This is an optimization exercise on Yosys and OpenROAD, whose aim is a short achievable clock period and few clock cycles, not a production implementation. In this exercise RTL edits were held to simulation tests only and were not proved equivalent to the original. Power figures rest on the tool's default switching activity, not on a simulated workload.

**flow/run.sh**
```bash
#!/bin/bash
# synth_recipe.tcl (not shown) runs the flow's synth.tcl, then flattens the netlist and writes it again
# the make line also repeats each setting of config.mk as NAME=value (left out here)
make -C /OpenROAD-flow-scripts/flow DESIGN_CONFIG=/design/flow/config.mk WORK_HOME=/design/flow/orfs CLKGATE_MAP_FILE= SYNTH_SCRIPT=/design/flow/synth_recipe.tcl finish
```
**flow/config.mk**
```make
export PLATFORM = sky130hd
export DESIGN_NAME = uProcessor
export DESIGN_NICKNAME = uProcessor
export VERILOG_FILES = /design/flow/design.v
export SDC_FILE = /design/flow/constraint.sdc
export NUM_CORES = 4
export LEC_CHECK = 0
export CAP_MARGIN = 20
export CORE_MARGIN = 2
export CORE_UTILIZATION = 60
export SETUP_SLACK_MARGIN = 5
export SLEW_MARGIN = 20
```
**flow/constraint.sdc**
```tcl
create_clock -name core_clock -period 10.0 [get_ports {MAIN_CLK}]
set_input_delay 2.0000 -clock core_clock [delete_from_list [all_inputs] [get_ports {MAIN_CLK}]]
set_output_delay 2.0000 -clock core_clock [all_outputs]
set_load 0.01 [all_outputs]
```
**flow/design.v**
```verilog
`timescale 1 ns / 1 ps
module uProcessor (MAIN_CLK, MAIN_RST, WRITE_DATA_BUS, READ_DATA_BUS, ADDR_BUS, MEM_WR, MEM_RD);
input MAIN_CLK, MAIN_RST;
input [15:0] READ_DATA_BUS;
output [15:0] WRITE_DATA_BUS, ADDR_BUS;
output MEM_WR;
output MEM_RD;
reg [15:0] addr;       
reg        mrd, mwr;   
reg [15:0] wdata;      
reg        ldc, stc;   
reg [15:0] rpc;        
reg [2:0]  ldrd;       
reg        smc;        
reg [15:0] ir;         
reg        irv;        
reg [15:0] ra, rb;     
reg [15:0] r0, r1, r2, r3, r4, r5, r6, r7;
reg [7:0]  rv;         
localparam NC = 4;     
reg [NC-1:0] cv;       
reg [15:0] ct [0:NC-1];   
reg [15:0] cd [0:NC-1];   
reg [1:0]  cptr;       
reg d_add, d_sub, d_or, d_xor, d_and, d_not, d_li, d_eq, d_ne, d_lt, d_ge;
reg d_ld, d_st, d_wr, d_jmp;
assign ADDR_BUS = addr;
assign MEM_RD = mrd;
assign MEM_WR = mwr;
assign WRITE_DATA_BUS = wdata;
wire [15:0] q [0:7];
assign q[0] = rv[0] ? r0 : 16'd0;
assign q[1] = rv[1] ? r1 : 16'd0;
assign q[2] = rv[2] ? r2 : 16'd0;
assign q[3] = rv[3] ? r3 : 16'd0;
assign q[4] = rv[4] ? r4 : 16'd0;
assign q[5] = rv[5] ? r5 : 16'd0;
assign q[6] = rv[6] ? r6 : 16'd0;
assign q[7] = rv[7] ? r7 : 16'd0;
function [15:0] rsel;
	input [2:0] s;
	input [15:0] x0, x1, x2, x3, x4, x5, x6, x7;
	case (s)
		3'd0: rsel = x0;
		3'd1: rsel = x1;
		3'd2: rsel = x2;
		3'd3: rsel = x3;
		3'd4: rsel = x4;
		3'd5: rsel = x5;
		3'd6: rsel = x6;
		default: rsel = x7;
	endcase
endfunction
function [16:0] ks_add;
	input [15:0] x, y;
	input ci;
	reg [15:0] g, p, pp;
	integer i, d;
	begin
		g = x & y;
		p = x ^ y;
		pp = p;
		g[0] = g[0] | (p[0] & ci);
		for (d = 1; d < 16; d = d * 2)
			for (i = 15; i >= d; i = i - 1) begin
				g[i] = g[i] | (p[i] & g[i - d]);
				p[i] = p[i] & p[i - d];
			end
		ks_add = {g[15], pp ^ {g[14:0], ci}};
	end
endfunction
wire        dcyc = ldc | stc;
wire        xv = irv & ~dcyc;
wire [2:0]  rd = ir[11:9];
wire        fl = ir[8];
reg  [NC-1:0] chit;
reg  [15:0] cdat;
integer c;
always @(*) begin
	cdat = 16'd0;
	for (c = 0; c < NC; c = c + 1) begin
		chit[c] = cv[c] & (ct[c] == ra);
		cdat = cdat | ({16{chit[c]}} & cd[c]);
	end
end
wire        hit = |chit;
wire        x_wr = xv & (d_wr | (d_ld & hit));
wire        x_ldst = xv & ((d_ld & ~hit) | d_st);
wire        x_jmp = xv & d_jmp;
wire [16:0] add_o = ks_add(ra, rb, 1'b0);
wire [16:0] sub_o = ks_add(ra, ~rb, 1'b1);
wire        ltu = ~sub_o[16];
wire        lt = ltu ^ (fl & (ra[15] ^ rb[15]));
wire        eq = ra == rb;
wire [15:0] liv = fl ? {ir[7:0], 8'h00} : {8'h00, ir[7:0]};
wire        cmp = (d_eq & eq) | (d_ne & ~eq) | (d_lt & lt) | (d_ge & ~lt);
wire [15:0] xres = ({16{d_add}} & add_o[15:0]) | ({16{d_sub}} & sub_o[15:0]) |
                   ({16{d_or}} & (ra | rb)) | ({16{d_xor}} & (ra ^ rb)) |
                   ({16{d_and}} & (ra & rb)) | ({16{d_not}} & ~ra) |
                   ({16{d_li}} & liv) | ({16{d_ld}} & cdat) | {15'd0, cmp};
wire        smc_st = stc & smc;
wire [15:0] ire = smc_st ? wdata : ir;   
wire        ire_jmp = ire[15:12] == 4'd13;
wire [15:0] a_dc = smc_st ? rsel(wdata[7:5], q[0], q[1], q[2], q[3], q[4], q[5], q[6], q[7]) :
                   (ldc && ldrd == ir[7:5]) ? READ_DATA_BUS : ra;
wire [15:0] b_dc = smc_st ? rsel(wdata[4:2], q[0], q[1], q[2], q[3], q[4], q[5], q[6], q[7]) :
                   (ldc && ldrd == ir[4:2]) ? READ_DATA_BUS : rb;
wire [15:0] w = READ_DATA_BUS;
wire        w_jmp = w[15:12] == 4'd13;
wire [15:0] ainc = addr + 16'd1;
reg  [7:0]  sa, sb;
reg         sax, sbx;
integer k;
always @(*) begin
	sax = 1'b0;
	sbx = 1'b0;
	for (k = 0; k < 8; k = k + 1) begin
		sa[k] = ~dcyc & (w[7:5] == k) & ~(x_wr & (rd == k));
		sb[k] = ~dcyc & (w[4:2] == k) & ~(x_wr & (rd == k));
		sax = sax | (~dcyc & (w[7:5] == k) & x_wr & (rd == k));
		sbx = sbx | (~dcyc & (w[4:2] == k) & x_wr & (rd == k));
	end
end
wire        fbusy = dcyc | x_ldst | x_jmp;
wire        fj = w_jmp & (~w[8] | (x_wr & (rd == w[7:5])));
wire        fjx = ~fbusy & w_jmp & w[8] & x_wr & (rd == w[7:5]);
reg [15:0] a_nx, b_nx, addr_nx;
always @(*) begin
	a_nx = ({16{dcyc}} & a_dc) | ({16{sax}} & xres);
	b_nx = ({16{dcyc}} & b_dc) | ({16{sbx}} & xres);
	for (k = 0; k < 8; k = k + 1) begin
		a_nx = a_nx | ({16{sa[k]}} & q[k]);
		b_nx = b_nx | ({16{sb[k]}} & q[k]);
	end
	addr_nx = ({16{dcyc & ~(irv & ire_jmp)}} & rpc) |
	          ({16{dcyc & irv & ire_jmp & ire[8]}} & a_dc) |
	          ({16{~dcyc & (x_ldst | (x_jmp & fl))}} & ra) |
	          ({16{~fbusy & ~fj}} & ainc) |
	          ({16{fjx}} & xres);
end
task dec;
	input [15:0] i;
	begin
		d_add <= i[15:12] == 4'd0;
		d_sub <= i[15:12] == 4'd1;
		d_or  <= i[15:12] == 4'd2;
		d_xor <= i[15:12] == 4'd3;
		d_and <= i[15:12] == 4'd4;
		d_not <= i[15:12] == 4'd5;
		d_ld  <= i[15:12] == 4'd6;
		d_jmp <= i[15:12] == 4'd13;
		d_st  <= i[15:12] == 4'd7;
		d_li  <= i[15:12] == 4'd8;
		d_eq  <= i[15:12] == 4'd9;
		d_ne  <= i[15:12] == 4'd10;
		d_lt  <= i[15:12] == 4'd11;
		d_ge  <= i[15:12] == 4'd12;
		d_wr  <= i[15:12] <= 4'd5 || (i[15:12] >= 4'd8 && i[15:12] <= 4'd12);
	end
endtask
always @(posedge MAIN_CLK or posedge MAIN_RST) begin
	if (MAIN_RST) begin
		addr <= 16'd0;
		mrd <= 1'b1;
		mwr <= 1'b0;
		ldc <= 1'b0;
		stc <= 1'b0;
		irv <= 1'b0;
	end else begin
		addr <= addr_nx;
		if (dcyc) begin
			mrd <= 1'b1;
			mwr <= 1'b0;
			ldc <= 1'b0;
			stc <= 1'b0;
			if (irv && ire_jmp)
				irv <= 1'b0;
		end else if (x_jmp) begin
			irv <= 1'b0;
		end else if (x_ldst) begin
			mrd <= d_ld;
			mwr <= d_st;
			ldc <= d_ld;
			stc <= d_st;
			irv <= 1'b1;
		end else begin
			irv <= ~fj;
		end
	end
end
always @(posedge MAIN_CLK) begin
	ra <= a_nx;
	rb <= b_nx;
	if (dcyc) begin
		if (smc_st) begin
			ir <= wdata;
			dec(wdata);
		end
	end else begin
		ir <= w;
		dec(w);
		if (x_ldst) begin
			wdata <= rb;
			rpc <= ainc;
			ldrd <= rd;
			smc <= d_st & (ra == addr);
		end
	end
end
always @(posedge MAIN_CLK or posedge MAIN_RST) begin
	if (MAIN_RST) begin
		cv <= {NC{1'b0}};
		cptr <= 2'd0;
	end else if (ldc) begin
		cv[cptr] <= 1'b1;
		cptr <= cptr + 2'd1;
	end else if (xv && d_st) begin
		if (!hit) begin
			cv[cptr] <= 1'b1;
			cptr <= cptr + 2'd1;
		end
	end
end
always @(posedge MAIN_CLK) begin
	for (c = 0; c < NC; c = c + 1) begin
		if (ldc && cptr == c) begin
			ct[c] <= addr;
			cd[c] <= READ_DATA_BUS;
		end else if (xv && d_st && (chit[c] || (!hit && cptr == c))) begin
			ct[c] <= ra;
			cd[c] <= rb;
		end
	end
end
wire [15:0] wrv = ldc ? READ_DATA_BUS : xres;
wire [2:0]  wrd = ldc ? ldrd : rd;
wire        we = ldc | x_wr;
always @(posedge MAIN_CLK or posedge MAIN_RST) begin
	if (MAIN_RST)
		rv <= 8'd0;
	else if (we)
		rv[wrd] <= 1'b1;
end
always @(posedge MAIN_CLK) begin
	if (we) begin
		case (wrd)
			3'd0: r0 <= wrv;
			3'd1: r1 <= wrv;
			3'd2: r2 <= wrv;
			3'd3: r3 <= wrv;
			3'd4: r4 <= wrv;
			3'd5: r5 <= wrv;
			3'd6: r6 <= wrv;
			default: r7 <= wrv;
		endcase
	end
end
endmodule
```
==> results.sh, run 1 <==
export IMPL_cts_tree="yes"
export IMPL_wire_per_inst_microns=34.1
export IMPL_clock_skew_ns=0.0272
export IMPL_outcome="no timing/DRC/antenna violations"
export IMPL_final_cell_mix="nand2_1, edfxtp_1, nor2_1"
export IMPL_critPathRequiredTime_ns=10.22
export IMPL_yosysSeqAreaShare_pct=45.1
export IMPL_synth_edf_count=318
export IMPL_gp_congestion=1.08
export IMPL_critical_path_depth=8
export IMPL_p_total_mw=10.7
export IMPL_grt_overflow_total=0
export IMPL_ys_warnings_count=3
export IMPL_crit_start="ra[4]$_DFF_P_"
export IMPL_synth_cell_area_sq_mm=0.0247
export IMPL_grt_busiest_layer="met2"
export IMPL_leakagePower_nw=9.80
export IMPL_rsz0062_at_grt="no"
export IMPL_synth_top_cell_by_area="edfxtp_1"
export IMPL_synth_area_leaders="edfxtp_1, nand2_1, mux2_2"
export IMPL_hold_viol=0
export IMPL_timing_slew_headroom_pct=17.4
export IMPL_die_h_microns=207
export IMPL_ff2ff_setup_slack_ns=4.97
export IMPL_postLayoutSetupSlackWorst_ns=4.97
export IMPL_vias=24100
export IMPL_start_util_pct=60.6
export IMPL_path_buf_inv=0
export IMPL_fin_area_sq_mm=0.0273
export IMPL_slowest_stage="dfxtp_1"
export IMPL_grt_pass1_wl_microns=153000
export IMPL_grt_start_max_net_pins=54
export IMPL_r2r_start="ra[4]$_DFF_P_"
export IMPL_die_area_sq_mm=0.0428
export IMPL_internal_power_mw=5.38
export IMPL_startpoint_type="flop"
export IMPL_maxCapViolations=0
export IMPL_crit_type="flop to flop"
export IMPL_rr_worst_depth=8
export IMPL_period_needed_ns=5.03
export IMPL_grt_antenna_before_repair=5
export IMPL_min_delay_path_class="flop to flop"
export IMPL_grtUsageMet2_pct=71.9
export IMPL_numCtsBuffers=43
export IMPL_synthCells=2599
export IMPL_power_density_mw_per_mm2=393
export IMPL_fin_crit_sh_pct=50.3
export IMPL_slew_viol_final=0
export IMPL_drive_above_1_share_pct=11.5
export IMPL_comb_power_share_pct=53.8
export IMPL_cp_max_fo=16
export IMPL_cp_end_kind="flop"
export IMPL_drcViolationCount=0
export IMPL_p_switching_mw=5.36
export IMPL_die_w_microns=207
export IMPL_cts_root_buf="clkbuf_16"
export IMPL_cts_sink_count=389
export IMPL_synthToLayoutAreaGrowth_pct=10.8
export IMPL_via_per_inst=7.65
export IMPL_wl_microns=107000
export IMPL_swShare_pct=49.9
export IMPL_dp_slack_ns=4.84
export IMPL_r2r_end="r4[0]$_DFFE_PP_"
export IMPL_fin_tns_setup_ns=0
export IMPL_register_area_sq_mm=0.0111
export IMPL_io_buffers=51
export IMPL_max_vdd_ir_drop_uv=296
export IMPL_clk_pin_slew_ns=0.06
export IMPL_dpl_hpwl_microns=71500
export IMPL_cp_top_family="simple AND/OR/NAND/NOR gates"
export IMPL_worstMarginPinSlew_ns=1.20
export IMPL_p_clk_share_pct=15.4
export IMPL_cp_arrival_ns=5.24
export IMPL_grt_pass1_vias=23000
export IMPL_holdCritStartpoint="ir[15]$_DFF_P_"
export IMPL_dr_pass1_iters=9
export IMPL_multi_input_area_sq_mm=0.0125
export IMPL_postCtsSetupBuffers=0
export IMPL_ys_seq_elements=389
export IMPL_final_common_cell="nand2_1"
export IMPL_fmax_ghz=0.199
export IMPL_coreArea_sq_mm=0.0407
export IMPL_antenna_left=0
export IMPL_clk_latency_ns=0.62
export IMPL_setup_viol=0
export IMPL_drt_initial_drc_count=3820
export IMPL_synth_cell_type_count=86
export IMPL_crit_path_cell_trace="xnor2_1 > nand4_1 > nor4_4 > a22oi_2 > a31oi_1 > nor2_1 > o21bai_2 > and2_1"
export IMPL_p_seq_share_pct=30.7
export IMPL_synthFlopType="edfxtp_1"
export IMPL_pin_count=52
export IMPL_ys_async_sr_fraction_pct=8.74
export IMPL_grt_util_met3_pct=16.1
export IMPL_max_stage_delay_ns=0.99
export IMPL_synth_fp_nets=2683
export IMPL_grtUsageMet1_pct=62.3
export IMPL_synth_top_cell_area_share_pct=38.7
export IMPL_cts_buffer_depth=3
export IMPL_final_core_utilization_pct=67.1
export IMPL_endpoint="r4[0]$_DFFE_PP_"
export IMPL_fin_nets=2664
export IMPL_fillers=3144
export IMPL_cts_htree_levels=2
export IMPL_postSynthAreaPerCell_sq_um=9.50
export IMPL_rows=74
export IMPL_grt_total_usage_pct=49.7
export IMPL_dpl_cell_area_sq_mm=0.0259
[final cells by class]
class / instances / share of cell area (%)
timing repair buffer: 139 / 4.42
inverter: 90 / 1.24
tap: 532 / 2.43
sequential: 389 / 40.8
clock buffer: 61 / 4.44
clock inverter: 17 / 0.911
antenna: 1 / 0.00915
multi-input combinational: 1917 / 45.8
[tightest hold or removal path: stages (launching register included)]
cell     delay, ns
dfxtp_1       0.31
nand2_1       0.05
a31oi_1       0.07
[Yosys cell counts (all sizes together), types with 8 or more instances]
library cell / number
xnor2: 96
ha: 64
o2111ai: 15
o41ai: 13
o211ai: 32
nand4: 45
clkbuf: 166
a221o: 8
and3: 15
nor3: 58
a311oi: 22
a221oi: 28
clkinv: 9
o221ai: 23
nor2b: 18
xor2: 24
a211o: 8
a32oi: 14
nand2b: 19
buf: 37
edfxtp: 318
nand3: 109
o21ai: 174
inv: 81
a21o: 11
a222oi: 16
a22o: 14
a21oi: 135
nand2: 324
a22oi: 23
and2: 42
or3: 12
a2111oi: 17
nor2: 169
o32ai: 9
o21bai: 11
mux2i: 22
mux2: 86
a31oi: 37
dfxtp: 37
dfrtp: 33
nor4: 41
o22ai: 50
or2: 11
a211oi: 26
[timing repair]
| item | in CTS | in global routing |
|---|---|---|
| resized for setup | 0 | 1 |
| setup endpoints to repair | 0 | 45 |
| hold buffers | 0 | 0 |
[cells by family (layout without fill, tap and decap cells)]
logic type,after synthesis,count (layout),share of synthesized area (%)
AOI/OAI and AO/OA,736,736,20.2
xor gates and xnor gates,120,120,4.26
adders and majority gates,66,66,3.41
buffers and inverters,293,307,4.70
DFF,389,389,45.1
muxes,114,114,5.36
other,0,1,0
and+or+nand+nor,881,881,16.9
[per-stage QoR]
stage	hold WS, ns	std cells
global placement	0.457	3063
finish	0.478	3146
floorplan	0.441	2599
detailed placement	0.462	3066
global route	0.490	3145
CTS	0.475	3144
[how the worst min path moves through the flow]
stage / depth (start not counted) / end
finish: 2 / ir[15]$_DFF_P_
global placement: 2 / addr[9]$_DFF_PP0_
CTS: 2 / ir[15]$_DFF_P_
floorplan: 2 / addr[9]$_DFF_PP0_
global route: 1 / rv[5]$_DFFE_PP0N_
detailed placement: 2 / addr[9]$_DFF_PP0_
[state kept, by name, summed over array words and instances, names as in the netlist, 2 cells and up]
signal  cells
cv          4
r0         16
cd         64
rpc        16
cptr        2
ra         16
ldrd        3
ir         16
rb         16
r4         16
r2         16
wdata      16
r5         16
r6         16
addr       16
rv          8
r7         16
ct         64
r1         16
r3         16
[power groups by stage]
stage / sequential [mW] / combinational, mW / clock (mW)
after floorplan: 2.97 / 3.38 / 0
after global placement: 3.24 / 5.26 / 0
after detailed placement: 3.26 / 5.37 / 0
after CTS: 3.23 / 5.43 / 1.64
after global routing: 3.30 / 5.97 / 1.70
final: 3.30 / 5.78 / 1.66
[metal layers]
| layer | vias up | routed length, microns | share of wire (%) |
|---|---|---|---|
| met5 | - | 49 | 0.046 |
| met4 | 8 | 9730 | 9.1 |
| met3 | 676 | 16400 | 15 |
| met2 | 2265 | 44600 | 42 |
| met1 | 11400 | 36600 | 34 |
| li1 | 9767 | - | - |
Testbench counts, summed over its fixed seeds: cycles 24,551.
==> run 2, diff against run 1 <==
--- a/flow/design.v
+++ b/flow/design.v
@@ -191,6 +191,7 @@
 always @(posedge MAIN_CLK) begin
 	ra <= a_nx;
 	rb <= b_nx;
+	wdata <= rb;
 	if (dcyc) begin
 		if (smc_st) begin
 			ir <= wdata;
@@ -200,7 +201,6 @@
 		ir <= w;
 		dec(w);
 		if (x_ldst) begin
-			wdata <= rb;
 			rpc <= ainc;
 			ldrd <= rd;
 			smc <= d_st & (ra == addr);
==> flow/flow/run.sh (new file) <==
#!/bin/bash
set -euo pipefail
bash standard.sh SETUP_SLACK_MARGIN=7.5 finish > make_finish.log 2>&1
==> flow/standard.sh (new file) <==
#!/bin/bash
# synth_recipe.tcl (not shown) runs the flow's synth.tcl, then flattens the netlist and writes it again
# the make line also repeats each setting of config.mk as NAME=value (left out here)
make -C /OpenROAD-flow-scripts/flow DESIGN_CONFIG=/design/flow/config.mk WORK_HOME=/design/flow/orfs CLKGATE_MAP_FILE= SYNTH_SCRIPT=/design/flow/synth_recipe.tcl "${@:-finish}"
--- a/flow/config.mk
+++ b/flow/config.mk
@@ -8,5 +8,6 @@
 export CAP_MARGIN = 20
 export CORE_MARGIN = 2
 export CORE_UTILIZATION = 60
-export SETUP_SLACK_MARGIN = 5
+export CTS_CLUSTER_DIAMETER = 100
+export CTS_CLUSTER_SIZE = 30
 export SLEW_MARGIN = 20
removed: flow/run.sh
==> run 2 against run 1 <==
Effect of this change:
- the flow now stops in 5_1_grt
- synthesized cell count is 2.2% lower
- area after synthesis about the same
==> results.sh, run 2 <==
export IMPL_cts_buffer_depth=3
export IMPL_outcome="stopped before the end"
export IMPL_io_buffers=51
export IMPL_ys_warnings_count=3
export IMPL_die_w_microns=207
export IMPL_numCtsBuffers=18
export IMPL_synthCells=2541
export IMPL_synth_most_common_cell="edfxtp_1"
export IMPL_gp_congestion=1.08
export IMPL_cts_root_buf="clkbuf_16"
export IMPL_stop_stage="5_1_grt"
export IMPL_dp_slack_ns=4.69
export IMPL_synthFlopType="edfxtp_1"
export IMPL_synth_area_leaders="edfxtp_1, nand2_1, mux2_2"
export IMPL_synth_edf_count=302
export IMPL_synth_fp_nets=2625
export IMPL_tool_error="[ERROR GRT-0232] Routing congestion too high. Check the congestion heatmap in the GUI."
export IMPL_synth_cell_area_sq_mm=0.0247
export IMPL_grt_total_usage_pct=75.4
export IMPL_synth_top_cell_by_area="edfxtp_1"
export IMPL_grt_start_max_net_pins=47
export IMPL_die_h_microns=207
export IMPL_cts_sink_count=389
export IMPL_synth_cell_type_count=96
export IMPL_dpl_hpwl_microns=71200
export IMPL_ys_async_sr_fraction_pct=8.74
export IMPL_pin_count=52
export IMPL_synth_top_cell_area_share_pct=36.7
export IMPL_dp_cells=2969
export IMPL_grt_overflow_total=5
export IMPL_dpl_cell_area_sq_mm=0.0264
export IMPL_ys_seq_elements=389
export IMPL_rows=74
export IMPL_start_util_pct=60.6
export IMPL_cts_htree_levels=1
export IMPL_postSynthAreaPerCell_sq_um=9.71
export IMPL_synth_commonest_cells="edfxtp_1, nand2_1, o21ai_0, nor2_1, clkbuf_1"
export IMPL_yosysSeqAreaShare_pct=44.5
-- run 2: cell count changes after synthesis, sizes merged, moves of 17 or more --
cell    before  now
clkbuf     166  140
nor2       169  143
nor3        58   36
or3         12   31
nor4        41   11
nand2      324  301
buf         37   62
o21ai      174  153
a311oi      22    5
-- run 2: what timing repair did --
action	in CTS
setup endpoints to repair	637
hold buffers	0
gates resized for setup	721
pin swaps	155
cloned	26
buffers inserted	334
-- run 2: worst min-delay path by stage --
| stage | cells after the start | end | startpoint |
|---|---|---|---|
| after floorplan | 0 | wdata[8]$_DFF_P_ | rb[8]$_DFF_P_ |
| after global placement | 2 | ir[15]$_DFF_P_ | ir[15]$_DFF_P_ |
| after detailed placement | 0 | wdata[8]$_DFF_P_ | rb[8]$_DFF_P_ |
| after CTS | 0 | wdata[8]$_DFF_P_ | rb[8]$_DFF_P_ |
-- run 2: through the flow --
stage | utilization [%] | power (mW)
after global placement | 64.8 | 8.53
after CTS | 79.5 | 11.5
after floorplan | - | 6.71
after detailed placement | 64.8 | 8.66
-- run 2: cell families after synthesis --
logic type,share of synthesized area (%)
and+or+nand+nor,16.1
AOI/OAI and AO/OA,19.9
DFF,44.5
buffers and inverters,4.71
muxes,6.87
xor gates and xnor gates,4.51
adders and majority gates,3.41
-- run 2: power by group through the flow --
stage / clock [mW] / combinational, mW / sequential (mW)
floorplan: 0 / 3.77 / 2.94
global placement: 0 / 5.15 / 3.38
detailed placement: 0 / 5.27 / 3.39
CTS: 0.940 / 7.36 / 3.24
-- run 2: per-layer routing --
metal,global-route usage (%),overflow
met1,77.6,0
met2,88.8,1
met3,62.9,1
met4,69.4,3
met5,40.6,0
Testbench counts of run 2, summed over its fixed seeds: cycles 24,551.
==> run 3, diff against run 2 <==
==> flow/flow/run.sh (replaced) <==
#!/bin/bash
set -euo pipefail
bash standard.sh SETUP_SLACK_MARGIN=7 finish > make_finish.log 2>&1
--- a/flow/config.mk
+++ b/flow/config.mk
@@ -7,7 +7,5 @@
 export LEC_CHECK = 0
 export CAP_MARGIN = 20
 export CORE_MARGIN = 2
-export CORE_UTILIZATION = 60
-export CTS_CLUSTER_DIAMETER = 100
-export CTS_CLUSTER_SIZE = 30
+export CORE_UTILIZATION = 40
 export SLEW_MARGIN = 20
==> run 3 against run 2 <==
Effect of this change:
- now clean on timing, DRC and antenna
- synthesized cell count did not move
- area after synthesis did not move
==> results.sh, run 3 <==
export IMPL_grt_pass1_vias=23600
export IMPL_fin_crit_sh_pct=33.7
export IMPL_synthFlopType="edfxtp_1"
export IMPL_path_buf_inv=3
export IMPL_clk_latency_ns=0.63
export IMPL_period_needed_ns=3.37
export IMPL_critPathRequiredTime_ns=10.47
export IMPL_slowest_stage="or4_1"
export IMPL_synth_area_leaders="edfxtp_1, nand2_1, mux2_2"
export IMPL_cp_arrival_ns=3.83
export IMPL_grt_overflow_total=0
export IMPL_outcome="no timing/DRC/antenna violations"
export IMPL_maxCapViolations=0
export IMPL_min_delay_path_class="flop to flop"
export IMPL_worst_hold_slack_ns=0.470
export IMPL_worstMarginPinSlew_ns=1.01
export IMPL_ys_async_sr_fraction_pct=8.74
export IMPL_highest_layer="met5"
export IMPL_grt_pass1_wl_microns=176000
export IMPL_fmax_ghz=0.297
export IMPL_setup_viol=0
export IMPL_r2r_start="ra[0]$_DFF_P_"
export IMPL_die_area_sq_mm=0.0637
export IMPL_cts_tree="yes"
export IMPL_r2r_end="ra[11]$_DFF_P_"
export IMPL_ys_seq_elements=389
export IMPL_cts_buffer_depth=3
export IMPL_cts_sink_count=389
export IMPL_holdCritStartpoint="rv[3]$_DFFE_PP0N_"
export IMPL_hold_end="rv[3]$_DFFE_PP0N_"
export IMPL_synth_top_cell_area_share_pct=36.7
export IMPL_multi_input_area_sq_mm=0.0151
export IMPL_die_w_microns=252
export IMPL_fin_nets=2926
export IMPL_reg_largest_list="cd x64, ct x64"
export IMPL_die_h_microns=252
export IMPL_dr_wl_met2_microns=54700
export IMPL_ff2ff_setup_slack_ns=6.63
export IMPL_yosysSeqAreaShare_pct=44.5
export IMPL_postSynthAreaPerCell_sq_um=9.71
export IMPL_cp_top_family="simple AND/OR/NAND/NOR gates"
export IMPL_fillers=5164
export IMPL_synth_fp_nets=2625
export IMPL_drive_above_1_share_pct=37.1
export IMPL_max_stage_delay_ns=0.54
export IMPL_synth_cell_type_count=96
export IMPL_synth_commonest_cells="edfxtp_1, nand2_1, o21ai_0, nor2_1, clkbuf_1"
export IMPL_max_vdd_ir_drop_uv=172
export IMPL_grt_total_usage_pct=38.6
export IMPL_io_buffers=51
export IMPL_wl_met1_microns=48100
export IMPL_synth_most_common_cell="edfxtp_1"
export IMPL_synth_edf_count=302
export IMPL_leakagePower_nw=12.7
export IMPL_crit_start="ra[0]$_DFF_P_"
export IMPL_rows=91
export IMPL_cts_htree_levels=2
export IMPL_register_area_sq_mm=0.0111
export IMPL_ctsHoldBuffers=0
export IMPL_rr_worst_depth=12
export IMPL_crit_path_cell_trace="buf_12 > buf_6 > buf_8 > xnor2_4 > nand4_1 > or3_4 > or2_4 > nand3_4 > a21oi_4 > and4_1 > a2111o_1 > or4_1"
export IMPL_slew_viol_final=0
export IMPL_synth_top_cell_by_area="edfxtp_1"
export IMPL_dr_pass1_iters=8
export IMPL_grt_antenna_before_repair=6
export IMPL_wl_microns=129000
export IMPL_startpoint_type="flop"
export IMPL_wl_met3_microns=16800
export IMPL_vias=25400
export IMPL_timing_slew_headroom_pct=32.2
export IMPL_p_total_mw=13.4
export IMPL_numCtsBuffers=47
export IMPL_dpl_hpwl_microns=78600
export IMPL_start_util_pct=40.2
export IMPL_synthToLayoutAreaGrowth_pct=37.8
export IMPL_fin_tns_setup_ns=0
export IMPL_wire_per_inst_microns=35.1
export IMPL_final_common_cell="edfxtp_1"
export IMPL_final_cell_mix="edfxtp_1, nand2_1, buf_4"
export IMPL_cp_end_kind="flop"
export IMPL_grt_start_max_net_pins=47
export IMPL_antenna_left=0
export IMPL_holdPathStages=1
export IMPL_power_density_mw_per_mm2=394
export IMPL_cts_root_buf="clkbuf_16"
export IMPL_hold_viol=0
export IMPL_rsz0062_at_grt="yes"
export IMPL_via_per_inst=6.93
export IMPL_clock_skew_ns=0.0351
export IMPL_clk_pin_slew_ns=0.07
export IMPL_gp_congestion=1.04
export IMPL_pin_count=52
export IMPL_cp_max_fo=7
export IMPL_ys_warnings_count=3
export IMPL_synth_cell_area_sq_mm=0.0247
export IMPL_drcViolationCount=0
export IMPL_drt_initial_drc_count=3893
export IMPL_coreArea_sq_mm=0.0614
export IMPL_crit_type="flop to flop"
export IMPL_synthCells=2541
[run 3: cell counts after synthesis]
Identical to the previous run, type by type.
[run 3: through the flow]
step	util, %	instances	area [sq um]	worst slack, ns
after floorplan	-	2541	25200	6.52
after global placement	42.8	3253	26300	4.82
after detailed placement	42.8	3253	26300	4.70
after CTS	52.4	3577	32100	6.64
after global routing	55.4	3672	34000	6.62
final	55.4	3673	34000	6.63
[run 3: cell type report]
type	count	area share (%)
Tap cell	790	2.91
Timing Repair Buffer	449	14.2
Antenna cell	2	0.0147
Clock buffer	56	3.62
Sequential cell	389	32.7
Multi-Input combinational cell	1869	44.4
Inverter	86	1.17
Clock inverter	32	1.02
[run 3: worst max-delay path by stage]
| stage | cells past startpoint | slack, ns | to |
|---|---|---|---|
| after floorplan | 8 | 6.52 | ra[2]$_DFF_P_ |
| after global placement | 8 | 4.82 | addr[7]$_DFF_PP0_ |
| after detailed placement | 8 | 4.70 | addr[11]$_DFF_PP0_ |
| after CTS | 1 | 6.64 | MEM_RD |
| after global routing | 12 | 6.62 | ra[11]$_DFF_P_ |
| final | 12 | 6.63 | ra[11]$_DFF_P_ |
[run 3: timing repair]
item,4_1_cts,5_1_grt
endpoints found under the hold margin,0,0
gates resized for setup,718,222
cloned,12,8
setup buffers,224,86
pin swaps,115,115
setup endpoints to repair,530,429
[run 3: cell families (layout without fill, tap and decap cells)]
| family | Yosys count | after routing | share of synthesized area [%] |
|---|---|---|---|
| xor gates and xnor gates | 122 | 122 | 4.51 |
| adders and majority gates | 66 | 66 | 3.41 |
| and+or+nand+nor | 831 | 832 | 16.1 |
| AOI/OAI and AO/OA | 703 | 707 | 19.9 |
| other | 0 | 2 | 0 |
| DFF | 389 | 389 | 44.5 |
| muxes | 142 | 142 | 6.87 |
| buffers and inverters | 288 | 623 | 4.71 |
[run 3: layer usage]
layer | vias to the layer above | track usage (%)
met3 | 546 | 11.0
met5 | - | 0
met2 | 2126 | 56.7
met4 | 2 | 22.8
met1 | 12500 | 50.6
li1 | 10300 | -
[run 3: where the power goes]
group,total [mW],leakage [nW],switching [mW],internal [mW]
clock network,1.79,0.768,0.768,1.02
registers,3.16,3.66,0.506,2.65
logic,8.45,8.30,5.06,3.39
==> run 4, diff against run 3 <==
--- a/flow/design.v
+++ b/flow/design.v
@@ -84,7 +84,8 @@
 	end
 end
 wire        hit = |chit;
-wire        x_wr = xv & (d_wr | (d_ld & hit));
+wire        x_wr = xv & (d_wr | d_ld);
+wire        x_mem = xv & (d_ld | d_st);
 wire        x_ldst = xv & ((d_ld & ~hit) | d_st);
 wire        x_jmp = xv & d_jmp;
 wire [16:0] add_o = ks_add(ra, rb, 1'b0);
@@ -121,8 +122,8 @@
 		sbx = sbx | (~dcyc & (w[4:2] == k) & x_wr & (rd == k));
 	end
 end
-wire        fbusy = dcyc | x_ldst | x_jmp;
-wire        fj = w_jmp & (~w[8] | (x_wr & (rd == w[7:5])));
+wire        fbusy = dcyc | x_mem | x_jmp;
+wire        fj = ~x_mem & w_jmp & (~w[8] | (x_wr & (rd == w[7:5])));
 wire        fjx = ~fbusy & w_jmp & w[8] & x_wr & (rd == w[7:5]);
 reg [15:0] a_nx, b_nx, addr_nx;
 always @(*) begin
@@ -135,7 +136,7 @@
 	addr_nx = ({16{dcyc & ~(irv & ire_jmp)}} & rpc) |
 	          ({16{dcyc & irv & ire_jmp & ire[8]}} & a_dc) |
 	          ({16{~dcyc & (x_ldst | (x_jmp & fl))}} & ra) |
-	          ({16{~fbusy & ~fj}} & ainc) |
+	          ({16{~dcyc & ~x_ldst & ~x_jmp & ~fj}} & ainc) |
 	          ({16{fjx}} & xres);
 end
 task dec;
==> flow/flow/run.sh (replaced) <==
#!/bin/bash
set -euo pipefail
bash standard.sh SETUP_SLACK_MARGIN=7.5 finish > make_finish.log 2>&1
==> run 4 against run 3 <==
Effect of this change:
- synthesized cell count fell by 3.3%
- clock skew fell by 0.021 ns
- area after synthesis fell by 4.2%
- flip-flop and latch count did not move
- clock power fell by 7%
- global-route usage fell by 0.34 points
- largest cell class unchanged
- wire length fell by 3.8%
- first-iteration DRC count rose by 4.8%
- sequential share of layout area fell by 0.48 points
- power rose by 4.6%
- largest power group unchanged
- sequential power rose by 3%
- non-clock buffer count rose by 91
==> results.sh, run 4 <==
export IMPL_period_needed_ns=3.26
export IMPL_fin_nets=2936
export IMPL_die_h_microns=247
export IMPL_synth_top_cell_area_share_pct=38.3
export IMPL_dpl_cell_area_sq_mm=0.0258
export IMPL_leakagePower_nw=12.9
export IMPL_grt_antenna_before_repair=1
export IMPL_rows=89
export IMPL_path_buf_inv=1
export IMPL_register_area_sq_mm=0.0112
export IMPL_gp_congestion=1.00
export IMPL_hold_end="wdata[11]$_DFF_P_"
export IMPL_diodes=0
export IMPL_ctsHoldBuffers=0
export IMPL_yosys_area_share_simple_pct=14.0
export IMPL_synth_fa_ha_area_share_pct=3.55
export IMPL_grt_pass1_wl_microns=168000
export IMPL_dr_pass1_iters=9
export IMPL_fillers=4701
export IMPL_crit_path_cell_trace="buf_6"
export IMPL_cts_root_buf="clkbuf_16"
export IMPL_synth_commonest_cells="nand2_1, edfxtp_1, o21ai_0, clkbuf_1, nor2_1"
export IMPL_p_switching_mw=6.61
export IMPL_cts_htree_levels=2
export IMPL_pin_count=52
export IMPL_crit_type="flop to output port"
export IMPL_synth_area_leaders="edfxtp_1, nand2_1, dfxtp_1"
export IMPL_synth_fp_nets=2540
export IMPL_ys_seq_elements=389
export IMPL_worstMarginPinSlew_ns=1.09
export IMPL_antenna_left=0
export IMPL_synth_top_family_by_area="compound AO/OA/AOI/OAI gates"
export IMPL_p_total_mw=14.0
export IMPL_cp_end_kind="output port"
export IMPL_fin_crit_sh_pct=32.6
export IMPL_final_common_cell="nand2_1"
export IMPL_synthCells=2456
export IMPL_clock_skew_ns=0.0137
export IMPL_grt_total_usage_pct=38.3
export IMPL_ys_async_sr_fraction_pct=8.74
export IMPL_cp_top_family="flip-flops"
export IMPL_clk_latency_ns=0.60
export IMPL_rsz0062_at_grt="yes"
export IMPL_r2r_end="cd[1][6]$_DFFE_PP_"
export IMPL_min_delay_path_class="flop to flop"
export IMPL_slowest_stage="dfrtp_2"
export IMPL_drcViolationCount=0
export IMPL_power_density_mw_per_mm2=404
export IMPL_holdCritStartpoint="rb[11]$_DFF_P_"
export IMPL_wire_per_inst_microns=33.9
export IMPL_internal_power_mw=7.40
export IMPL_yosysSeqAreaShare_pct=46.4
export IMPL_fin_tns_setup_ns=0
export IMPL_p_seq_share_pct=23.3
export IMPL_max_vdd_ir_drop_uv=217
export IMPL_timing_slew_headroom_pct=27.5
export IMPL_postSynthAreaPerCell_sq_um=9.63
export IMPL_synth_cell_area_sq_mm=0.0237
export IMPL_synthMuxAreaShare_pct=5.68
export IMPL_maxCapViolations=0
export IMPL_drt_initial_drc_count=4081
export IMPL_swShare_pct=47.2
export IMPL_cts_tree="yes"
export IMPL_final_core_utilization_pct=59.1
export IMPL_slew_viol_final=0
export IMPL_drive_above_1_share_pct=40.0
export IMPL_cts_sink_count=389
export IMPL_synth_top_cell_by_area="edfxtp_1"
export IMPL_startpoint_type="flop"
export IMPL_final_cell_mix="nand2_1, buf_4, edfxtp_1"
export IMPL_via_per_inst=6.80
export IMPL_synth_compound_area_share_pct=21.5
export IMPL_synthToLayoutAreaGrowth_pct=46.6
export IMPL_holdPathStages=0
export IMPL_cp_arrival_ns=1.26
export IMPL_start_util_pct=40.3
export IMPL_grt_overflow_total=0
export IMPL_rr_worst_depth=14
export IMPL_dp_slack_ns=5.10
export IMPL_clk_pin_slew_ns=0.06
export IMPL_setup_viol=0
export IMPL_ff2ff_setup_slack_ns=6.78
export IMPL_r2r_start="ra[0]$_DFF_P_"
export IMPL_synth_edf_count=302
export IMPL_fin_area_sq_mm=0.0347
export IMPL_wl_microns=124000
export IMPL_synthFlopType="edfxtp_1"
export IMPL_io_buffers=51
export IMPL_dpl_hpwl_microns=69000
export IMPL_cp_max_fo=2
export IMPL_die_area_sq_mm=0.0611
export IMPL_multi_input_area_sq_mm=0.0145
export IMPL_synth_cell_type_count=80
export IMPL_max_stage_delay_ns=0.50
export IMPL_critPathRequiredTime_ns=8.00
export IMPL_postLayoutSetupSlackWorst_ns=6.74
export IMPL_fmax_ghz=0.306
export IMPL_synth_xor_area_share_pct=4.07
export IMPL_synth_most_common_cell="nand2_1"
export IMPL_ys_warnings_count=3
export IMPL_hold_viol=0
export IMPL_grt_pass1_vias=23000
export IMPL_comb_power_share_pct=64.7
export IMPL_coreArea_sq_mm=0.0587
export IMPL_die_w_microns=247
export IMPL_vias=24900
export IMPL_outcome="no timing/DRC/antenna violations"
export IMPL_numCtsBuffers=46
export IMPL_p_clk_share_pct=11.9
export IMPL_grt_start_max_net_pins=55
export IMPL_cts_buffer_depth=3
export IMPL_reg_largest_list="cd x64, ct x64"
## run 4: cell type report
| cell class | count | area share, % |
|---|---|---|
| Multi-Input combinational cell | 1792 | 41.9 |
| Tap cell | 773 | 2.79 |
| Clock buffer | 66 | 3.84 |
| Clock inverter | 20 | 0.411 |
| Timing Repair Buffer | 540 | 17.4 |
| Inverter | 83 | 1.51 |
| Sequential cell | 389 | 32.2 |
## run 4: what timing repair did
item | CTS | global route
pin swaps | 138 | 153
gates resized for setup | 720 | 195
setup buffers | 285 | 113
endpoints found under the setup margin | 680 | 472
cloned | 26 | 13
## run 4: layer usage
metal	up-vias	GRT usage (%)	share of wire [%]
met4	2	24.6	8.6
li1	10100	-	-
met5	-	0	0.010
met1	12100	50.1	36
met2	2128	56.3	42
met3	599	9.49	13
## run 4: power by group through the flow
stage               Clock, mW  Combinational, mW  Sequential [mW]
floorplan                   0               3.85             2.99
CTS                      1.68               7.84             3.20
detailed placement          0               5.54             3.39
global route             1.75               9.34             3.28
global placement            0               5.49             3.38
finish                   1.67               9.07             3.27
## run 4: cells by family (layout without fill, tap and decap cells)
family,count (synthesis),after routing
flops,389,389
simple gates,725,731
xor+xnor,110,110
mux,109,109
buf+inv,287,709
compound gates,770,776
fa+ha+maj,66,66
## run 4: worst max path at each step
stage | from | endpoint | slack [ns] | depth (start not counted)
3_3_place_gp | READ_DATA_BUS[5] | ra[12]$_DFF_P_ | 5.18 | 7
2_1_floorplan | READ_DATA_BUS[5] | addr[5]$_DFF_PP0_ | 6.43 | 10
3_5_place_dp | READ_DATA_BUS[5] | ra[5]$_DFF_P_ | 5.10 | 8
6_report | addr[8]$_DFF_PP0_ | ADDR_BUS[8] | 6.74 | 1
5_1_grt | ra[0]$_DFF_P_ | cd[0][14]$_DFFE_PP_ | 6.72 | 14
4_1_cts | mrd$_DFFE_PP1P_ | MEM_RD | 6.76 | 1
## run 4: stage by stage
stage	hold slack (ns)	instances
finish	0.445	3663
detailed placement	0.450	3139
CTS	0.432	3536
global placement	0.448	3138
global route	0.443	3663
floorplan	0.390	2456
Testbench counts of run 4, summed over its fixed seeds: cycles 24,551.
==> run 5, diff against run 4 <==
--- a/flow/design.v
+++ b/flow/design.v
@@ -22,6 +22,7 @@
 reg [15:0] ct [0:NC-1];   
 reg [15:0] cd [0:NC-1];   
 reg [1:0]  cptr;       
+reg [NC-1:0] shit;     
 reg d_add, d_sub, d_or, d_xor, d_and, d_not, d_li, d_eq, d_ne, d_lt, d_ge;
 reg d_ld, d_st, d_wr, d_jmp;
 assign ADDR_BUS = addr;
@@ -205,6 +206,7 @@
 			rpc <= ainc;
 			ldrd <= rd;
 			smc <= d_st & (ra == addr);
+			shit <= chit;
 		end
 	end
 end
@@ -215,8 +217,8 @@
 	end else if (ldc) begin
 		cv[cptr] <= 1'b1;
 		cptr <= cptr + 2'd1;
-	end else if (xv && d_st) begin
-		if (!hit) begin
+	end else if (stc) begin
+		if (!(|shit)) begin
 			cv[cptr] <= 1'b1;
 			cptr <= cptr + 2'd1;
 		end
@@ -227,9 +229,9 @@
 		if (ldc && cptr == c) begin
 			ct[c] <= addr;
 			cd[c] <= READ_DATA_BUS;
-		end else if (xv && d_st && (chit[c] || (!hit && cptr == c))) begin
-			ct[c] <= ra;
-			cd[c] <= rb;
+		end else if (stc && (shit[c] || (!(|shit) && cptr == c))) begin
+			ct[c] <= addr;
+			cd[c] <= wdata;
 		end
 	end
 end
--- a/flow/config.mk
+++ b/flow/config.mk
@@ -7,5 +7,5 @@
 export LEC_CHECK = 0
 export CAP_MARGIN = 20
 export CORE_MARGIN = 2
-export CORE_UTILIZATION = 40
+export CORE_UTILIZATION = 50
 export SLEW_MARGIN = 20
==> run 5 against run 4 <==
Effect of this change:
- first-iteration DRC count down 2.0%
- clock power shrank 2%
- flip-flop and latch count is 4 higher
- clock skew grew 0.016 ns
- synthesized cell count fell by 3.4%
- wire length down 7.8%
- critical endpoint is now MEM_RD
- global-route usage is 8.6 points higher
- via count decreased by 2.9%
- fmax down 2.0%
==> results.sh, run 5 <==
export IMPL_outcome="no timing/DRC/antenna violations"
export IMPL_hold_viol=0
export IMPL_path_buf_inv=1
export IMPL_wire_per_inst_microns=34.2
export IMPL_dpl_hpwl_microns=64800
export IMPL_grt_start_max_net_pins=67
export IMPL_cts_root_buf="clkbuf_16"
export IMPL_yosysSeqAreaShare_pct=48.3
export IMPL_maxCapViolations=0
export IMPL_synth_area_leaders="edfxtp_1, nand2_1, dfxtp_1"
export IMPL_final_common_cell="nand2_1"
export IMPL_max_vdd_ir_drop_uv=342
export IMPL_synthMuxAreaShare_pct=2.88
export IMPL_cts_htree_levels=2
export IMPL_synth_compound_area_share_pct=21.4
export IMPL_fin_nets=2794
export IMPL_slew_viol_final=0
export IMPL_synth_commonest_cells="nand2_1, edfxtp_1, o21ai_0, clkbuf_1, o22ai_1"
export IMPL_clk_latency_ns=0.61
export IMPL_cp_arrival_ns=1.33
export IMPL_synth_most_common_cell="nand2_1"
export IMPL_grt_busiest_layer="met2"
export IMPL_antenna_left=0
export IMPL_grt_antenna_before_repair=4
export IMPL_p_total_mw=13.0
export IMPL_synth_top_cell_area_share_pct=39.9
export IMPL_grt_total_usage_pct=46.9
export IMPL_fin_area_sq_mm=0.0322
export IMPL_setup_viol=0
export IMPL_synthFlopType="edfxtp_1"
export IMPL_fmax_ghz=0.300
export IMPL_cts_sink_count=393
export IMPL_cp_max_fo=2
export IMPL_grtUsageMet1_pct=57.4
export IMPL_instances_no_fill=3350
export IMPL_synth_xor_area_share_pct=4.49
export IMPL_synth_top_cell_by_area="edfxtp_1"
export IMPL_synth_edf_count=306
export IMPL_cp_top_family="flip-flops"
export IMPL_fin_tns_setup_ns=0
export IMPL_slowest_stage="dfstp_2"
export IMPL_postSynthAreaPerCell_sq_um=9.70
export IMPL_crit_path_cell_trace="buf_6"
export IMPL_grt_util_met3_pct=15.5
export IMPL_grt_pass1_vias=22600
export IMPL_clock_skew_ns=0.0302
export IMPL_grt_pass1_wl_microns=159000
export IMPL_synth_cell_area_sq_mm=0.0230
export IMPL_drcViolationCount=0
export IMPL_fillers=3249
export IMPL_die_h_microns=219
export IMPL_pin_count=52
export IMPL_numCtsBuffers=43
export IMPL_die_area_sq_mm=0.0477
export IMPL_start_util_pct=50.7
export IMPL_grt_overflow_total=0
export IMPL_ctsHoldBuffers=0
export IMPL_period_needed_ns=3.33
export IMPL_ys_seq_elements=393
export IMPL_dp_cells=2890
export IMPL_final_cell_mix="nand2_1, edfxtp_1, buf_4"
export IMPL_synth_fp_nets=2452
export IMPL_gp_congestion=1.06
export IMPL_timing_slew_headroom_pct=24.1
export IMPL_via_per_inst=7.22
export IMPL_coreArea_sq_mm=0.0454
export IMPL_worst_hold_slack_ns=0.402
export IMPL_drive_above_1_share_pct=36.1
export IMPL_synthCells=2372
export IMPL_ff2ff_setup_slack_ns=6.77
export IMPL_yosys_area_share_simple_pct=14.8
export IMPL_worstMarginPinSlew_ns=1.14
export IMPL_synth_fa_ha_area_share_pct=3.44
export IMPL_final_core_utilization_pct=71.1
export IMPL_dr_pass1_iters=10
export IMPL_rsz0062_at_grt="yes"
export IMPL_rows=78
export IMPL_cts_tree="yes"
export IMPL_cp_end_kind="output port"
export IMPL_die_w_microns=219
export IMPL_max_stage_delay_ns=0.61
export IMPL_power_density_mw_per_mm2=404
export IMPL_fin_crit_sh_pct=33.3
export IMPL_reg_largest_list="cd x64, ct x64"
export IMPL_dp_slack_ns=5.01
export IMPL_clk_pin_slew_ns=0.06
export IMPL_cts_buffer_depth=3
export IMPL_synth_cell_type_count=81
export IMPL_ys_async_sr_fraction_pct=8.65
export IMPL_synth_top_family_by_area="compound AO/OA/AOI/OAI gates"
export IMPL_postLayoutSetupSlackWorst_ns=6.67
export IMPL_ys_warnings_count=3
export IMPL_critPathRequiredTime_ns=8.00
export IMPL_synthToLayoutAreaGrowth_pct=40.2
export IMPL_grtUsageMet2_pct=70.0
export IMPL_leakagePower_nw=11.9
export IMPL_io_buffers=51
export IMPL_wl_microns=114000
export IMPL_vias=24200
export IMPL_crit_type="flop to output port"
export IMPL_min_delay_path_class="flop to flop"
export IMPL_dpl_cell_area_sq_mm=0.0247
export IMPL_drt_initial_drc_count=3999
export IMPL_startpoint_type="flop"
run 5: cell count changes after synthesis, moves of 13 or more:
| cell | before | now |
|---|---|---|
| clkbuf_1 | 152 | 138 |
| xnor2_1 | 70 | 57 |
| xor2_1 | 40 | 61 |
| nor4_1 | 15 | 34 |
| a21oi_1 | 132 | 116 |
| mux2_2 | 71 | 18 |
| a221oi_1 | 19 | 35 |
| nor2_1 | 152 | 133 |
run 5: kinds of logic (layout without fill, tap and decap cells):
logic type	count (synthesis)	count (layout)
xor gates and xnor gates	118	118
AOI/OAI and AO/OA	744	745
other	0	2
buffers and inverters	268	633
adders and majority gates	62	62
DFF	393	393
and+or+nand+nor	733	743
muxes	54	54
run 5: path summary, 6_finish.rpt:
check	start	to	cells after the start
worst max-delay path	mrd$_DFFE_PP1P_	MEM_RD	1
worst min-delay path	rb[12]$_DFF_P_	wdata[12]$_DFF_P_	0
min in group asynchronous	MAIN_RST	addr[6]$_DFF_PP0_	2
worst min register to register	rb[12]$_DFF_P_	wdata[12]$_DFF_P_	0
max in group asynchronous	MAIN_RST	mrd$_DFFE_PP1P_	2
worst max register to register	rb[0]$_DFF_P_	r6[14]$_DFFE_PP_	11
run 5: power by group:
| group | switching, mW | internal, mW | leakage, nW |
|---|---|---|---|
| sequential | 0.548 | 2.75 | 3.71 |
| combinational | 4.91 | 3.18 | 7.54 |
| clock | 0.697 | 0.932 | 0.679 |
| total | 6.16 | 6.87 | 11.9 |
run 5: area by class of cell:
cell class	instances	area, sq um	share of cell area (%)
repair inverters	1	7.51	0.0233
clock buffers	57	1130	3.50
clock inverters	22	273	0.846
inverters	76	385	1.20
flip-flops and latches	393	11300	35.0
diodes	2	5.00	0.0155
repair buffers	477	4840	15.0
multi-input cells	1722	13600	42.1
well taps	600	751	2.33
run 5: layer usage:
| metal | wire (microns) | vias up |
|---|---|---|
| li1 | - | 9685 |
| met1 | 39300 | 11500 |
| met2 | 48500 | 2211 |
| met3 | 16200 | 734 |
| met4 | 10400 | 6 |
| met5 | 42 | - |
run 5: timing repair:
action | in CTS | in global routing
cloned | 21 | 0
gates resized for setup | 722 | 180
endpoints found under the setup margin | 628 | 321
pin swaps | 149 | 119
buffers inserted | 289 | 69
Testbench counts of run 5, summed over its fixed seeds: cycles 24,551.
==> run 6, diff against run 5 <==
--- a/flow/config.mk
+++ b/flow/config.mk
@@ -7,5 +7,5 @@
 export LEC_CHECK = 0
 export CAP_MARGIN = 20
 export CORE_MARGIN = 2
-export CORE_UTILIZATION = 50
+export CORE_UTILIZATION = 40
 export SLEW_MARGIN = 20
==> run 6 against run 5 <==
Effect of this change:
- clock skew rose by 0.020 ns
- critical endpoint unchanged
- highest routed layer unchanged
- combinational power rose by 5.1%
- core utilization fell by 12 points
- worst setup slack improved by 0.024 ns
- global-route usage fell by 9.1 points
- non-clock buffer count rose by 14
- clock power rose by 14%
- final area rose by 2.8%
- fmax rose by 0.71%
==> results.sh, run 6 <==
export IMPL_outcome="no timing/DRC/antenna violations"
export IMPL_start_util_pct=40.6
export IMPL_crit_path_cell_trace="buf_6"
export IMPL_synth_most_common_cell="nand2_1"
export IMPL_p_seq_share_pct=24.6
export IMPL_grt_busiest_layer="met2"
export IMPL_cp_top_family="flip-flops"
export IMPL_die_h_microns=244
export IMPL_max_vdd_ir_drop_uv=204
export IMPL_grt_util_met3_pct=12.7
export IMPL_vias=24400
export IMPL_die_area_sq_mm=0.0594
export IMPL_synth_fp_nets=2452
export IMPL_final_core_utilization_pct=58.6
export IMPL_synth_edf_count=306
export IMPL_maxCapViolations=0
export IMPL_rsz0062_at_grt="yes"
export IMPL_max_stage_delay_ns=0.56
export IMPL_startpoint_type="flop"
export IMPL_synthCells=2372
export IMPL_grt_start_max_net_pins=57
export IMPL_cts_htree_levels=2
export IMPL_grtUsageMet2_pct=55.6
export IMPL_ys_async_sr_fraction_pct=8.65
export IMPL_holdCritStartpoint="rb[12]$_DFF_P_"
export IMPL_p_clk_share_pct=13.5
export IMPL_synth_cell_type_count=81
export IMPL_grt_overflow_total=0
export IMPL_numCtsBuffers=45
export IMPL_rr_worst_depth=12
export IMPL_swShare_pct=46.8
export IMPL_power_density_mw_per_mm2=415
export IMPL_leakagePower_nw=12.2
export IMPL_worstMarginPinSlew_ns=1.27
export IMPL_clk_pin_slew_ns=0.06
export IMPL_period_needed_ns=3.31
export IMPL_drt_initial_drc_count=3984
export IMPL_holdPathStages=0
export IMPL_io_buffers=51
export IMPL_synth_cell_area_sq_mm=0.0230
export IMPL_critical_path_depth=1
export IMPL_ctsHoldBuffers=0
export IMPL_clock_skew_ns=0.0500
export IMPL_ys_warnings_count=3
export IMPL_dpl_hpwl_microns=68000
export IMPL_cts_sink_count=393
export IMPL_synthFlopType="edfxtp_1"
export IMPL_slew_viol_final=0
export IMPL_dpl_cell_area_sq_mm=0.0248
export IMPL_grt_antenna_before_repair=5
export IMPL_dp_slack_ns=5.04
export IMPL_ys_seq_elements=393
export IMPL_via_per_inst=6.92
export IMPL_wl_microns=119000
export IMPL_cp_end_kind="output port"
export IMPL_internal_power_mw=7.32
export IMPL_cts_buffer_depth=3
export IMPL_die_w_microns=244
export IMPL_grt_total_usage_pct=37.8
export IMPL_coreArea_sq_mm=0.0566
export IMPL_critPathRequiredTime_ns=8.00
export IMPL_cts_root_buf="clkbuf_16"
export IMPL_reg_largest_list="cd x64, ct x64"
export IMPL_grt_pass1_vias=22800
export IMPL_drcViolationCount=0
export IMPL_fin_area_sq_mm=0.0332
export IMPL_r2r_start="ra[2]$_DFF_P_"
export IMPL_slowest_stage="dfstp_2"
export IMPL_fmax_ghz=0.302
export IMPL_cp_max_fo=2
export IMPL_clk_latency_ns=0.64
export IMPL_synth_top_cell_by_area="edfxtp_1"
export IMPL_antenna_left=0
export IMPL_pin_count=52
export IMPL_wire_per_inst_microns=33.9
export IMPL_min_delay_path_class="flop to flop"
export IMPL_fin_nets=2806
export IMPL_postLayoutSetupSlackWorst_ns=6.69
export IMPL_cts_tree="yes"
export IMPL_final_common_cell="nand2_1"
export IMPL_grtUsageMet1_pct=46.4
export IMPL_crit_start="mrd$_DFFE_PP1P_"
export IMPL_gp_congestion=1.04
export IMPL_drive_above_1_share_pct=38.1
export IMPL_setup_viol=0
export IMPL_p_switching_mw=6.44
export IMPL_postSynthAreaPerCell_sq_um=9.70
export IMPL_final_cell_mix="nand2_1, edfxtp_1, buf_4"
export IMPL_cp_arrival_ns=1.31
export IMPL_synth_commonest_cells="nand2_1, edfxtp_1, o21ai_0, clkbuf_1, o22ai_1"
export IMPL_fin_crit_sh_pct=33.1
export IMPL_hold_viol=0
export IMPL_fin_tns_setup_ns=0
export IMPL_synth_area_leaders="edfxtp_1, nand2_1, dfxtp_1"
export IMPL_timing_slew_headroom_pct=15.0
export IMPL_dr_pass1_iters=12
export IMPL_synth_top_cell_area_share_pct=39.9
export IMPL_rows=87
export IMPL_crit_type="flop to output port"
export IMPL_synthToLayoutAreaGrowth_pct=44.1
export IMPL_path_buf_inv=1
export IMPL_comb_power_share_pct=61.9
export IMPL_yosysSeqAreaShare_pct=48.3
export IMPL_grt_pass1_wl_microns=163000
==> run 6: cell counts after synthesis <==
No cell type changed its count.
==> run 6: cells by family after synthesis <==
family                   count (synthesis)  share of synthesized area (%)
AO/OA/AOI/OAI                          744                           21.4
XOR/XNOR                               118                           4.49
adder cells (fa/ha/maj)                 62                           3.44
buffers and inverters                  268                           4.73
flip-flops                             393                           48.3
multiplexers                            54                           2.88
AND/OR/NAND/NOR                        733                           14.8
==> run 6: metal layers <==
| metal | up-vias | part of all wire (%) |
|---|---|---|
| met1 | 11700 | 35 |
| met3 | 739 | 14 |
| li1 | 9696 | - |
| met2 | 2213 | 41 |
| met5 | - | 0.020 |
| met4 | 4 | 10 |
==> run 6: final timing paths <==
kind	slack (ns)	endpoint
setup / recovery	6.69	MEM_RD
hold / removal	0.41	wdata[12]$_DFF_P_
setup reg to reg	6.70	r2[8]$_DFFE_PP_
hold reg to reg	0.41	wdata[12]$_DFF_P_
max in group asynchronous	7.59	rv[3]$_DFFE_PP0N_
min in group asynchronous	1.98	mwr$_DFFE_PP0P_
==> run 6: layout make-up <==
| cell class | count | area [sq um] |
|---|---|---|
| Fill cell | 4559 | 23400 |
| Multi-Input combinational cell | 1718 | 13700 |
| Sequential cell | 393 | 11300 |
| Timing Repair Buffer | 491 | 5170 |
| Clock buffer | 53 | 1180 |
| Tap cell | 756 | 946 |
| Clock inverter | 31 | 482 |
| Inverter | 76 | 367 |
| Timing Repair inverter | 1 | 7.51 |
| Antenna cell | 2 | 5.00 |
==> run 6: repair_timing <==
item | in CTS | in global routing
setup buffers | 257 | 117
gates cloned | 19 | 1
resized for setup | 714 | 224
pin swaps | 145 | 124
endpoints found under the setup margin | 642 | 372
==> run 6: through the flow <==
stage | total power [mW] | instances | hold slack (ns)
floorplan | 6.61 | 2372 | 0.367
global placement | 8.49 | 3038 | 0.443
detailed placement | 8.57 | 3039 | 0.441
CTS | 12.3 | 3399 | 0.405
global route | 14.0 | 3519 | 0.406
finish | 13.8 | 3521 | 0.408
==> run 6: power by group through the flow <==
stage	clock network [mW]	registers [mW]	logic, mW
2_1_floorplan	0	3.00	3.61
3_3_place_gp	0	3.51	4.98
3_5_place_dp	0	3.53	5.05
4_1_cts	1.86	3.34	7.11
5_1_grt	1.92	3.39	8.73
6_report	1.86	3.39	8.51

[afterwards: timing with drivers on the ports]
The flow's constraints put no driver on any port. The routed layouts listed below were extracted and timed again, unchanged, in two steps. Step 1 (the two cells are an assumption about what drives the block):
set clk [get_ports {MAIN_CLK}]
set_driving_cell -lib_cell sky130_fd_sc_hd__clkbuf_16 $clk
set_driving_cell -lib_cell sky130_fd_sc_hd__buf_2 [delete_from_list [all_inputs] $clk]
Step 2 times the ports against the registers' clock, not the clock port: input delays grow and output delays shrink by t, the midpoint of the rising clock arrivals with the driver on. a / b / c = ideal / step 1 / step 2; a / b = the first two.
| run | t, ns | slack for setup (ns) | cell pins on the clock port's net |
|---|---|---|---|
| run 1 | 0.665 | 4.974 / 4.974 / 4.632 | 1 |
| run 3 | 0.681 | 6.634 / 6.601 / 5.997 | 1 |
| run 4 | 0.649 | 6.737 / 6.680 / 6.218 | 1 |
| run 5 | 0.655 | 6.670 / 6.610 / 6.113 | 1 |
| run 6 | 0.677 | 6.693 / 6.633 / 6.105 | 1 |
After both steps every run listed still meets setup and hold. For run 3, which loses most, drivers alone change the setup slack by -0.033 ns; drivers and shift together by -0.637 ns.
